From an optimization exercise on the open Yosys and OpenROAD flow, aimed at small area, a short achievable clock period and few clock cycles; shortcuts taken in it are not production practice.

==> wip/zinc <==
Design csi_top, start of the top module:
module csi_top (
	input  logic        clk,
	input  logic        rst_n,
	input  logic        start,
	output logic [17:0] sram_addr,
	output logic [15:0] sram_wdata,
	output logic        sram_we_n,
	input  logic [15:0] sram_rdata,
	output logic        done
);
clock: 17.0 ns
lec_check: 0
cap_margin: 20
core_margin: 2
core_utilization: 65
cts_cluster_diameter: 100
cts_cluster_size: 30
place_density: 0.75
slew_margin: 20
synth_hierarchical: 1
synth_minimum_keep_size: 0
standard.sh (not shown) runs the stock make flow with config.mk's settings and CLKGATE_MAP_FILE= SYNTH_SCRIPT=/design/flow/synth_recipe.tcl, a recipe that flattens the netlist after the stock synthesis.
==> flow/flow/run.sh <==
#!/bin/bash
# Standard ORFS layout with buf_2 port buffers and timing repair aimed at a
# 4.3 ns path delay (the constraints stay the design's: 17 ns clock).
set -euo pipefail
bash standard.sh "BUFFER_PORTS_ARGS=-buffer_cell sky130_fd_sc_hd__buf_2" SETUP_SLACK_MARGIN=12.7 finish > flow.log 2>&1
==> inputs of wip/fjord, as changes to wip/zinc <==
--- a/flow/design.v
+++ b/flow/design.v
@@ -30,13 +30,13 @@
 localparam logic [15:0] C_END    = 16'd38405;
 logic        run;
 logic        we;        
 logic [4:0]  ph;        
 logic [15:0] c;         
 logic [7:0]  col;       
-logic [17:0] wc;        
+logic [16:0] wc;        
 wire [15:0] c_inc;
 assign c_inc[0] = ~c[0];
 wire c_inc_s1, c_inc_c1;
 csi_ha u_c_inc_1 (.a(c[1]), .b(c[0]), .s(c_inc_s1), .co(c_inc_c1));
 assign c_inc[1] = c_inc_s1;
 wire c_inc_s2, c_inc_c2;
@@ -78,13 +78,13 @@
 wire c_inc_s14, c_inc_c14;
 csi_ha u_c_inc_14 (.a(c[14]), .b(c_inc_c13), .s(c_inc_s14), .co(c_inc_c14));
 assign c_inc[14] = c_inc_s14;
 wire c_inc_s15, c_inc_c15;
 csi_ha u_c_inc_15 (.a(c[15]), .b(c_inc_c14), .s(c_inc_s15), .co(c_inc_c15));
 assign c_inc[15] = c_inc_s15;
-wire [17:0] wc_inc;
+wire [16:0] wc_inc;
 assign wc_inc[0] = ~wc[0];
 wire wc_inc_s1, wc_inc_c1;
 csi_ha u_wc_inc_1 (.a(wc[1]), .b(wc[0]), .s(wc_inc_s1), .co(wc_inc_c1));
 assign wc_inc[1] = wc_inc_s1;
 wire wc_inc_s2, wc_inc_c2;
 csi_ha u_wc_inc_2 (.a(wc[2]), .b(wc_inc_c1), .s(wc_inc_s2), .co(wc_inc_c2));
@@ -128,15 +128,12 @@
 wire wc_inc_s15, wc_inc_c15;
 csi_ha u_wc_inc_15 (.a(wc[15]), .b(wc_inc_c14), .s(wc_inc_s15), .co(wc_inc_c15));
 assign wc_inc[15] = wc_inc_s15;
 wire wc_inc_s16, wc_inc_c16;
 csi_ha u_wc_inc_16 (.a(wc[16]), .b(wc_inc_c15), .s(wc_inc_s16), .co(wc_inc_c16));
 assign wc_inc[16] = wc_inc_s16;
-wire wc_inc_s17, wc_inc_c17;
-csi_ha u_wc_inc_17 (.a(wc[17]), .b(wc_inc_c16), .s(wc_inc_s17), .co(wc_inc_c17));
-assign wc_inc[17] = wc_inc_s17;
 wire [7:0] col_inc;
 assign col_inc[0] = ~col[0];
 wire col_inc_s1, col_inc_c1;
 csi_ha u_col_inc_1 (.a(col[1]), .b(col[0]), .s(col_inc_s1), .co(col_inc_c1));
 assign col_inc[1] = col_inc_s1;
 wire col_inc_s2, col_inc_c2;
@@ -155,24 +152,80 @@
 csi_ha u_col_inc_6 (.a(col[6]), .b(col_inc_c5), .s(col_inc_s6), .co(col_inc_c6));
 assign col_inc[6] = col_inc_s6;
 wire col_inc_s7, col_inc_c7;
 csi_ha u_col_inc_7 (.a(col[7]), .b(col_inc_c6), .s(col_inc_s7), .co(col_inc_c7));
 assign col_inc[7] = col_inc_s7;
 wire wact = (|c[15:3]) | (c[2] & (c[1] | c[0]));    
-logic [7:0]  ul, vh, vl;
+logic [7:0]  q0, q1;      
 logic [7:0]  L [0:10];
-wire [7:0] ins  = ph[0] ? (c[0] ? ul : sram_rdata[15:8]) : (c[0] ? vh : vl);
+wire [7:0] ins  = (ph[0] & ~c[0]) ? sram_rdata[15:8] : q0;
 logic      head, t157, t158, t159;    
 wire       hmod = (ph[0] & head) | (ph[4] & t159);    
-wire [7:0] tp1 = t159 ? L[6] : L[4];
-wire [7:0] tp2 = t159 ? L[6] : (t158 ? L[4] : L[2]);
-wire [7:0] tp3 = t159 ? L[6] : (t158 ? L[4] : (t157 ? L[2] : L[0]));
+logic tn2, tn3;
+wire [7:0] tp1 = ({8{~t159}} & L[4]) | ({8{t159}} & L[6]);
+wire [7:0] tp2 = ({8{tn2}} & L[2]) | ({8{t158}} & L[4]) | ({8{t159}} & L[6]);
+wire [7:0] tp3 = ({8{tn3}} & L[0]) | ({8{t157}} & L[2]) | ({8{t158}} & L[4]) | ({8{t159}} & L[6]);
 logic [8:0] ia, ib, ic;
 wire [7:0] tm1 = L[8];
 wire [7:0] tm2 = L[10];
 wire [7:0] tp0 = L[6];
+wire [8:0] sa;
+wire sa_s0, sa_c0;
+assign sa_s0 = ~(tp0[0] ^ tp1[0]);
+assign sa_c0 = tp0[0] | tp1[0];
+wire sa_s1, sa_c1;
+csi_fa u_sa_1 (.a(tp0[1]), .b(tp1[1]), .c(sa_c0), .s(sa_s1), .co(sa_c1));
+wire sa_s2, sa_c2;
+csi_fa u_sa_2 (.a(tp0[2]), .b(tp1[2]), .c(sa_c1), .s(sa_s2), .co(sa_c2));
+wire sa_s3, sa_c3;
+csi_fa u_sa_3 (.a(tp0[3]), .b(tp1[3]), .c(sa_c2), .s(sa_s3), .co(sa_c3));
+wire sa_s4, sa_c4;
+csi_fa u_sa_4 (.a(tp0[4]), .b(tp1[4]), .c(sa_c3), .s(sa_s4), .co(sa_c4));
+wire sa_s5, sa_c5;
+csi_fa u_sa_5 (.a(tp0[5]), .b(tp1[5]), .c(sa_c4), .s(sa_s5), .co(sa_c5));
+wire sa_s6, sa_c6;
+csi_fa u_sa_6 (.a(tp0[6]), .b(tp1[6]), .c(sa_c5), .s(sa_s6), .co(sa_c6));
+wire sa_s7, sa_c7;
+csi_fa u_sa_7 (.a(tp0[7]), .b(tp1[7]), .c(sa_c6), .s(sa_s7), .co(sa_c7));
+assign sa = {sa_c7, sa_s7, sa_s6, sa_s5, sa_s4, sa_s3, sa_s2, sa_s1, sa_s0};
+wire [8:0] sb;
+wire sb_s0, sb_c0;
+csi_ha u_sb_0 (.a(tm1[0]), .b(tp2[0]), .s(sb_s0), .co(sb_c0));
+wire sb_s1, sb_c1;
+csi_fa u_sb_1 (.a(tm1[1]), .b(tp2[1]), .c(sb_c0), .s(sb_s1), .co(sb_c1));
+wire sb_s2, sb_c2;
+csi_fa u_sb_2 (.a(tm1[2]), .b(tp2[2]), .c(sb_c1), .s(sb_s2), .co(sb_c2));
+wire sb_s3, sb_c3;
+csi_fa u_sb_3 (.a(tm1[3]), .b(tp2[3]), .c(sb_c2), .s(sb_s3), .co(sb_c3));
+wire sb_s4, sb_c4;
+csi_fa u_sb_4 (.a(tm1[4]), .b(tp2[4]), .c(sb_c3), .s(sb_s4), .co(sb_c4));
+wire sb_s5, sb_c5;
+csi_fa u_sb_5 (.a(tm1[5]), .b(tp2[5]), .c(sb_c4), .s(sb_s5), .co(sb_c5));
+wire sb_s6, sb_c6;
+csi_fa u_sb_6 (.a(tm1[6]), .b(tp2[6]), .c(sb_c5), .s(sb_s6), .co(sb_c6));
+wire sb_s7, sb_c7;
+csi_fa u_sb_7 (.a(tm1[7]), .b(tp2[7]), .c(sb_c6), .s(sb_s7), .co(sb_c7));
+assign sb = {sb_c7, sb_s7, sb_s6, sb_s5, sb_s4, sb_s3, sb_s2, sb_s1, sb_s0};
+wire [8:0] sc;
+wire sc_s0, sc_c0;
+csi_ha u_sc_0 (.a(tm2[0]), .b(tp3[0]), .s(sc_s0), .co(sc_c0));
+wire sc_s1, sc_c1;
+csi_fa u_sc_1 (.a(tm2[1]), .b(tp3[1]), .c(sc_c0), .s(sc_s1), .co(sc_c1));
+wire sc_s2, sc_c2;
+csi_fa u_sc_2 (.a(tm2[2]), .b(tp3[2]), .c(sc_c1), .s(sc_s2), .co(sc_c2));
+wire sc_s3, sc_c3;
+csi_fa u_sc_3 (.a(tm2[3]), .b(tp3[3]), .c(sc_c2), .s(sc_s3), .co(sc_c3));
+wire sc_s4, sc_c4;
+csi_fa u_sc_4 (.a(tm2[4]), .b(tp3[4]), .c(sc_c3), .s(sc_s4), .co(sc_c4));
+wire sc_s5, sc_c5;
+csi_fa u_sc_5 (.a(tm2[5]), .b(tp3[5]), .c(sc_c4), .s(sc_s5), .co(sc_c5));
+wire sc_s6, sc_c6;
+csi_fa u_sc_6 (.a(tm2[6]), .b(tp3[6]), .c(sc_c5), .s(sc_s6), .co(sc_c6));
+wire sc_s7, sc_c7;
+csi_fa u_sc_7 (.a(tm2[7]), .b(tp3[7]), .c(sc_c6), .s(sc_s7), .co(sc_c7));
+assign sc = {sc_c7, sc_s7, sc_s6, sc_s5, sc_s4, sc_s3, sc_s2, sc_s1, sc_s0};
 wire  [16:0] it_s, it_c;
 wire it_n1 = ~(ia[0] ^ ~ia[5]);
 wire it_n2 = ia[0] | ~ia[5];
 wire it_n3, it_n4;
 csi_fa u_it_n3 (.a(ia[1]), .b(~ia[6]), .c(~ib[0]), .s(it_n3), .co(it_n4));
 wire it_n5, it_n6;
@@ -782,51 +835,54 @@
 		c   <= 16'd0;
 		col  <= 8'd155;
 		head <= 1'b0;
 		t157 <= 1'b0;
 		t158 <= 1'b0;
 		t159 <= 1'b0;
-		wc  <= RGB_BASE;
+		tn2  <= 1'b1;
+		tn3  <= 1'b1;
+		wc  <= RGB_BASE[16:0];
 	end else begin
 		ph <= {ph[3:0], ph[4]};
 		if (ph[4]) begin
 			c    <= c_inc;
 			col  <= t159 ? 8'd0 : col_inc;
 			head <= t159;
 			t157 <= (col == 8'd156);
 			t158 <= t157;
 			t159 <= t158;
+			tn2  <= ~(t157 | t158) | t159;
+			tn3  <= ~((col == 8'd156) | t157 | t158) | t159;
 		end
 		if (wact & (ph[1] | ph[3] | ph[4]))
 			wc <= wc_inc;
 	end
 end
 assign sram_we_n = ~we;
 always_ff @(posedge clk) begin
 	if (ph[0])
 		sram_addr <= {2'b00, c - 16'd4};
 	else if (ph[2])
 		sram_addr <= (c[0] ? U_BASE : V_BASE) + {3'b000, c[15:1]};
 	else
-		sram_addr <= wc;
+		sram_addr <= {1'b1, wc};
 	sram_wdata[15:8] <= ph[1] ? rb : (ph[3] ? bbuf : gg);
 	sram_wdata[7:0]  <= ph[1] ? gg : rb;
-	if (ph[2])
-		bbuf <= rb;
+	bbuf <= rb;    
 end
 always_ff @(posedge clk) begin
 	if (ph[3]) begin
 		ycur <= sram_rdata[15:8];
 		ylo  <= sram_rdata[7:0];
 	end else if (ph[1]) begin
 		ycur <= ylo;
 	end
-	if (ph[0] & c[0])
-		{vh, vl} <= sram_rdata;
-	if (ph[0] & ~c[0])
-		ul <= sram_rdata[7:0];
+	if ((ph[0] & c[0]) | ph[4])
+		q0 <= ph[0] ? sram_rdata[15:8] : q1;
+	if (ph[0])
+		q1 <= sram_rdata[7:0];
 	if (run & (ph[0] | ph[4])) begin
 		L[0] <= ins;
 		for (int i = 1; i <= 10; i++)
 			L[i] <= L[i-1];
 		if (hmod) begin
 			L[8]  <= L[5];
@@ -835,17 +891,16 @@
 	end
 end
 always_ff @(posedge clk) begin
 	xcur <= (ph[4] | ph[0]) ? ex(L[5]) : ires;
 	selb <= ph[0] | ph[2];
 	gnu  <= ~(ph[4] ? ex(L[4]) : ires);
-	if (ph[4] | ph[1])
-		gnv <= ~(ph[4] ? ex(L[5]) : ires);
-	ia <= {1'b0, tp0} + {1'b0, tp1} + 9'd1;    
-	ib <= {1'b0, tm1} + {1'b0, tp2};
-	ic <= {1'b0, tm2} + {1'b0, tp3};
+	gnv  <= ~(ph[4] ? ex(L[5]) : xcur);    
+	ia <= sa;    
+	ib <= sb;
+	ic <= sc;
 	rb_hs <= rbt_s[26:16];
 	rb_hc <= rbt_c[26:16];
 	rb_cy <= rb_lo[16];
 	g_hs  <= gt_s[26:16];
 	g_hc  <= gt_c[26:16];
 	g_cy  <= g_lo[16];
==> flow/flow/run.sh (replaced) <==
#!/bin/bash
# Standard ORFS layout with buf_2 port buffers, clock tree options below, and
# timing repair aimed at a 4.3 ns path delay. The constraints stay the design's.
set -euo pipefail
bash standard.sh "BUFFER_PORTS_ARGS=-buffer_cell sky130_fd_sc_hd__buf_2" SETUP_SLACK_MARGIN=12.7 \
  "CTS_ARGS=-sink_clustering_enable -repair_clock_nets -sink_clustering_size 30 -sink_clustering_max_diameter 100 -dont_use_dummy_load -sink_clustering_levels 1" \
  finish > flow.log 2>&1
==> qor summary <==
| quantity | wip/zinc | wip/fjord |
|---|---|---|
| Run status | no timing/DRC/antenna violations | no timing/DRC/antenna violations |
| Area of the placeable core | 0.0298 mm2 | 0.0289 mm2 |
| Number of standard cells after synthesis | 1568 | 1506 |
| Pin count of the biggest net entering global routing | 83 | 89 |
| Multi-input gate share of the layout cell area | 53.4% | 54.6% |
| Initial antenna violation count | 0 | 2 |
| Synthesized-area fraction occupied by adder cells | 34.5% | 36.0% |
| Average cell area after synthesis | 12.6 um2 | 12.7 um2 |
| Starting Density | 66.3% | 66.3% |
| Asr flop ratio synth | 0.935% | 0.955% |
| Highest-delay cell along the critical path | fa_1 | dfrtp_1 |
| Number of instances resized during post-cts repair | 18 | 3 |
| Final RePlAce weighted congestion | 0.902 | 0.934 |
| Post-synth top area share | 23.3% | 26.0% |
Function was not checked in any run of this note: the RTL went through the layout flow alone.

[afterwards: timing with drivers on the ports]
How much do the figures lean on ideal ports? The routed layouts below were timed once more, with nothing changed but the port constraints. Step 1: set_driving_cell puts a clkbuf_16 on clk and a buf_2 on each other input, an assumption about the parent block. Step 2 adds t to the input delays and takes it off the output delays; t is the mean of the earliest and latest rising clock arrival at the registers after step 1. Input paths then give back, and output paths get back, about the clock's delay inside the block. a / b / c = ideal ports / drivers / drivers and shift; a / b = the first two.
run	t (ns)	slack for setup (ns)	hold slack, ns	clock arrival spread, ns	pins driven straight from the clock port
wip/zinc	0.557	12.440 / 12.440 / 12.440	0.421 / 0.421 / 0.421	0.032 / 0.032	1
wip/fjord	0.542	12.552 / 12.501 / 12.793	0.405 / 0.405 / 0.405	0.075 / 0.074	1
After both steps every run listed still meets setup and hold.
